Background: an optimization exercise with open tools, aiming at small area, a short achievable clock period and few clock cycles. Do not read the settings as production practice. In this exercise RTL edits were held to simulation tests only and were not proved equivalent to the original.

Design cordic, start of the top module:
module cordic(i_clk, i_rst, i_en, o_vld, o_cosine, o_sine, i_theta);
    input i_clk;
    input i_rst;
    input i_en;
    input signed [23:0] i_theta;
    output signed [23:0] o_cosine;
    output signed [23:0] o_sine;
    output o_vld;
    reg [29:0] vld;    
    assign o_vld = vld[29];
    always @(posedge i_clk)
        if (i_rst) vld <= 0;
        else vld <= {vld[28:0], i_en};
    wire signed [23:0] th;
    wire signed [18:0] phi0;
    wire sat0;
    wire sgn0;
    reg signed [18:0] phi0_q1;
    reg sat0_q1;
    reg sgn0_q1;
    wire n0;
    wire ltp0;
    wire ltn0;
    wire n1;
    wire signed [18:0] cs0;
    wire signed [18:0] ca0;
    wire signed [17:0] phi1;
    wire sat1;
    wire sgn1;
    reg signed [17:0] phi1_q2;
    reg sat1_q2;
    reg sgn1_q2;
    wire n2;
    wire ltp1;
    wire ltn1;
    wire n3;
    wire signed [17:0] cs1;
    wire signed [17:0] ca1;
    wire signed [16:0] phi2;
    wire sat2;
  ...
clock: 10.0 ns
lec_check: 0
cap_margin: 20
core_margin: 2
core_utilization: 40
cts_buf_list: sky130_fd_sc_hd__clkbuf_16
cts_cluster_diameter: 100
cts_cluster_size: 25
slew_margin: 20
synth_memory_max_bits: 16384
standard.sh (not shown) runs the stock make flow with config.mk's settings and CLKGATE_MAP_FILE= SYNTH_SCRIPT=/design/flow/synth_recipe.tcl, a recipe that flattens the netlist after the stock synthesis.
==> flow/flow/run.sh <==
#!/bin/bash
# The standard layout (standard.sh), with timing repair aiming for extra setup slack.
set -euo pipefail
export SETUP_SLACK_MARGIN=6.8
bash standard.sh > standard.log 2>&1
Testbench counts at the start, summed over its fixed seeds: cycles 8,432.
Then changed:
--- a/flow/flow/run.sh
+++ b/flow/flow/run.sh
@@ -3,3 +3,3 @@
 set -euo pipefail
-export SETUP_SLACK_MARGIN=6.8
+export SETUP_SLACK_MARGIN=6.6
 bash standard.sh > standard.log 2>&1
=>
- non-clock buffer count shrinks by 103
- final area came out lower by 2.0%
- synthesized area stays the same
- global-route usage decreases by 0.14 points
- sequential share of layout area rises by 0.60 points
- sequential cell count stays the same
- die area does not change
- clock-buffer cell count rises by 2

Another version of the RTL of cordic (not shown whole).
Size: ~7900 cells after synthesis, ~1400 flip-flops, about 74000 µm² of cells after synthesis.
export LEC_CHECK = 0
export CAP_MARGIN = 20
export CORE_MARGIN = 2
export CORE_UTILIZATION = 40
export CTS_BUF_LIST = sky130_fd_sc_hd__clkbuf_16
export CTS_CLUSTER_DIAMETER = 100
export CTS_CLUSTER_SIZE = 25
export SLEW_MARGIN = 20
create_clock -name core_clock -period 10.0 [get_ports {i_clk}]
==> flow/flow/run.sh <==
#!/bin/bash
# The standard layout (standard.sh), with timing repair aiming for extra setup slack.
# make's full output goes to standard.log; ORFS's own per-step logs are under orfs/logs.
set -euo pipefail
export SETUP_SLACK_MARGIN=6.6
bash standard.sh > standard.log 2>&1
Testbench counts at the start, summed over its fixed seeds: cycles 8,432.
Next try:
==> flow/run.sh (new file) <==
#!/bin/bash
# synth_recipe.tcl (not shown) runs the flow's synth.tcl, then flattens the netlist and writes it again
# the make line also repeats each setting of config.mk as NAME=value (left out here)
make -C /OpenROAD-flow-scripts/flow DESIGN_CONFIG=/design/flow/config.mk WORK_HOME=/design/flow/orfs CLKGATE_MAP_FILE= SYNTH_SCRIPT=/design/flow/synth_recipe.tcl finish
removed: flow/flow/run.sh
removed: flow/standard.sh
After rerunning:
- The changed run ran to the end with no violations
- global-route usage shrinks by 0.16 points
- synthesized area does not change
- cell count stays flat
- wire length shrinks slightly
- utilization shrinks by 0.21 points

== build 5 ==
cordic, a different RTL version from the one above (not shown whole).
Size in the first run: roughly 8000 cells after synthesis, roughly 1400 flip-flops, ~76 I/O pins.
clock: 10.0 ns
lec_check: 0
cap_margin: 20
core_margin: 2
core_utilization: 40
cts_buf_list: sky130_fd_sc_hd__clkbuf_16
cts_cluster_diameter: 100
cts_cluster_size: 25
slew_margin: 20
synth_memory_max_bits: 16384
==> flow/flow/run.sh <==
#!/bin/bash
# The standard layout (standard.sh), with timing repair aiming for extra setup slack.
# make's full output goes to standard.log; ORFS's own per-step logs are under orfs/logs.
set -euo pipefail
export SETUP_SLACK_MARGIN=6.8
bash standard.sh > standard.log 2>&1
Build 5 completed every stage of the flow, and the final layout passed the timing, DRC and antenna checks.
Testbench counts of build 5, summed over its fixed seeds: cycles 8,432.
#### Input delta (build 40 over build 5)
- CTS_CLUSTER_SIZE now 30, was 25
- CTS_CLUSTER_DIAMETER now 120, was 100
--- a/flow/flow/run.sh
+++ b/flow/flow/run.sh
@@ -4,3 +4,3 @@
 set -euo pipefail
-export SETUP_SLACK_MARGIN=6.8
+export SETUP_SLACK_MARGIN=6.6
 bash standard.sh > standard.log 2>&1
Notes after the runs:
- STATUS setup slack: build 40 loses against build 5
- NOTE final cell count without fillers build 5->build 40 decreased slightly
- Compared to build 5, the routing of build 40 uses less wire.
- Biggest cell delay along the critical path delta (build 40 -> build 5): insignificant
- In build 40, the setup slack at placement came out 14 ps above the value in build 5.
- [build 40] register fraction of the total cell area rose 0.61 points relative to build 5
- The final layout from build 40, which completed every stage, passed the timing, DRC and antenna checks at the end of the flow.
- The final layout from build 5, which completed every stage, passed the timing, DRC and antenna checks at the end of the flow.
- As far as detailed-route DRC error count goes, build 40 and build 5 are indistinguishable; the numbers are identical.
- On final-layout worst hold slack, build 40 tracks build 5 almost exactly.
- Of build 40 and build 5, it is build 40 that has the lower post-layout instance area.
diff inputs: build 40 => build 43
- CTS_CLUSTER_DIAMETER changed from 120 to 100
- CTS_CLUSTER_SIZE changed from 30 to 25
[summary]
From build 40 to build 43 the numbers moved as follows: post-route worst setup slack climbed 13 ps; sequential share of layout area dropped 0.17 points.

## separate check: timing with driven ports
No port has a modelled driver above. Below, the same layouts with a new extraction and two added sets of constraints. Step 1 (the two cells are an assumption about what drives the block):
set clk [get_ports {i_clk}]
set_driving_cell -lib_cell sky130_fd_sc_hd__clkbuf_16 $clk
set_driving_cell -lib_cell sky130_fd_sc_hd__buf_2 [delete_from_list [all_inputs] $clk]
Step 2, shift: input delay + t, output delay - t, t = (earliest + latest rising clock arrival at the registers) / 2. This alone moves slack from input paths to output paths. Slacks: ideal ports / drivers / drivers and shift; pairs: ideal ports / drivers.
| run | t (ns) | slack for setup (ns) | clock arrival spread, ns |
|---|---|---|---|
| the first run of note 1 | 0.781 | 6.441 / 6.441 / 6.441 | 0.054 / 0.054 |
| the second run of note 1 | 0.774 | 6.519 / 6.519 / 6.519 | 0.050 / 0.049 |
| the first run of note 2 | 0.776 | 6.682 / 6.606 / 6.631 | 0.049 / 0.049 |
| the second run of note 2 | 0.789 | 6.038 / 6.038 / 6.038 | 0.046 / 0.047 |
| build 5 | 0.786 | 6.688 / 6.613 / 6.616 | 0.049 / 0.049 |
| build 40 | 0.792 | 6.684 / 6.605 / 6.556 | 0.052 / 0.051 |
| build 43 | 0.778 | 6.697 / 6.618 / 6.580 | 0.054 / 0.054 |
After both steps every run listed still meets setup and hold. The setup slack of build 40, which loses most, moves by -0.079 ns with the drivers and by -0.128 ns with both steps.
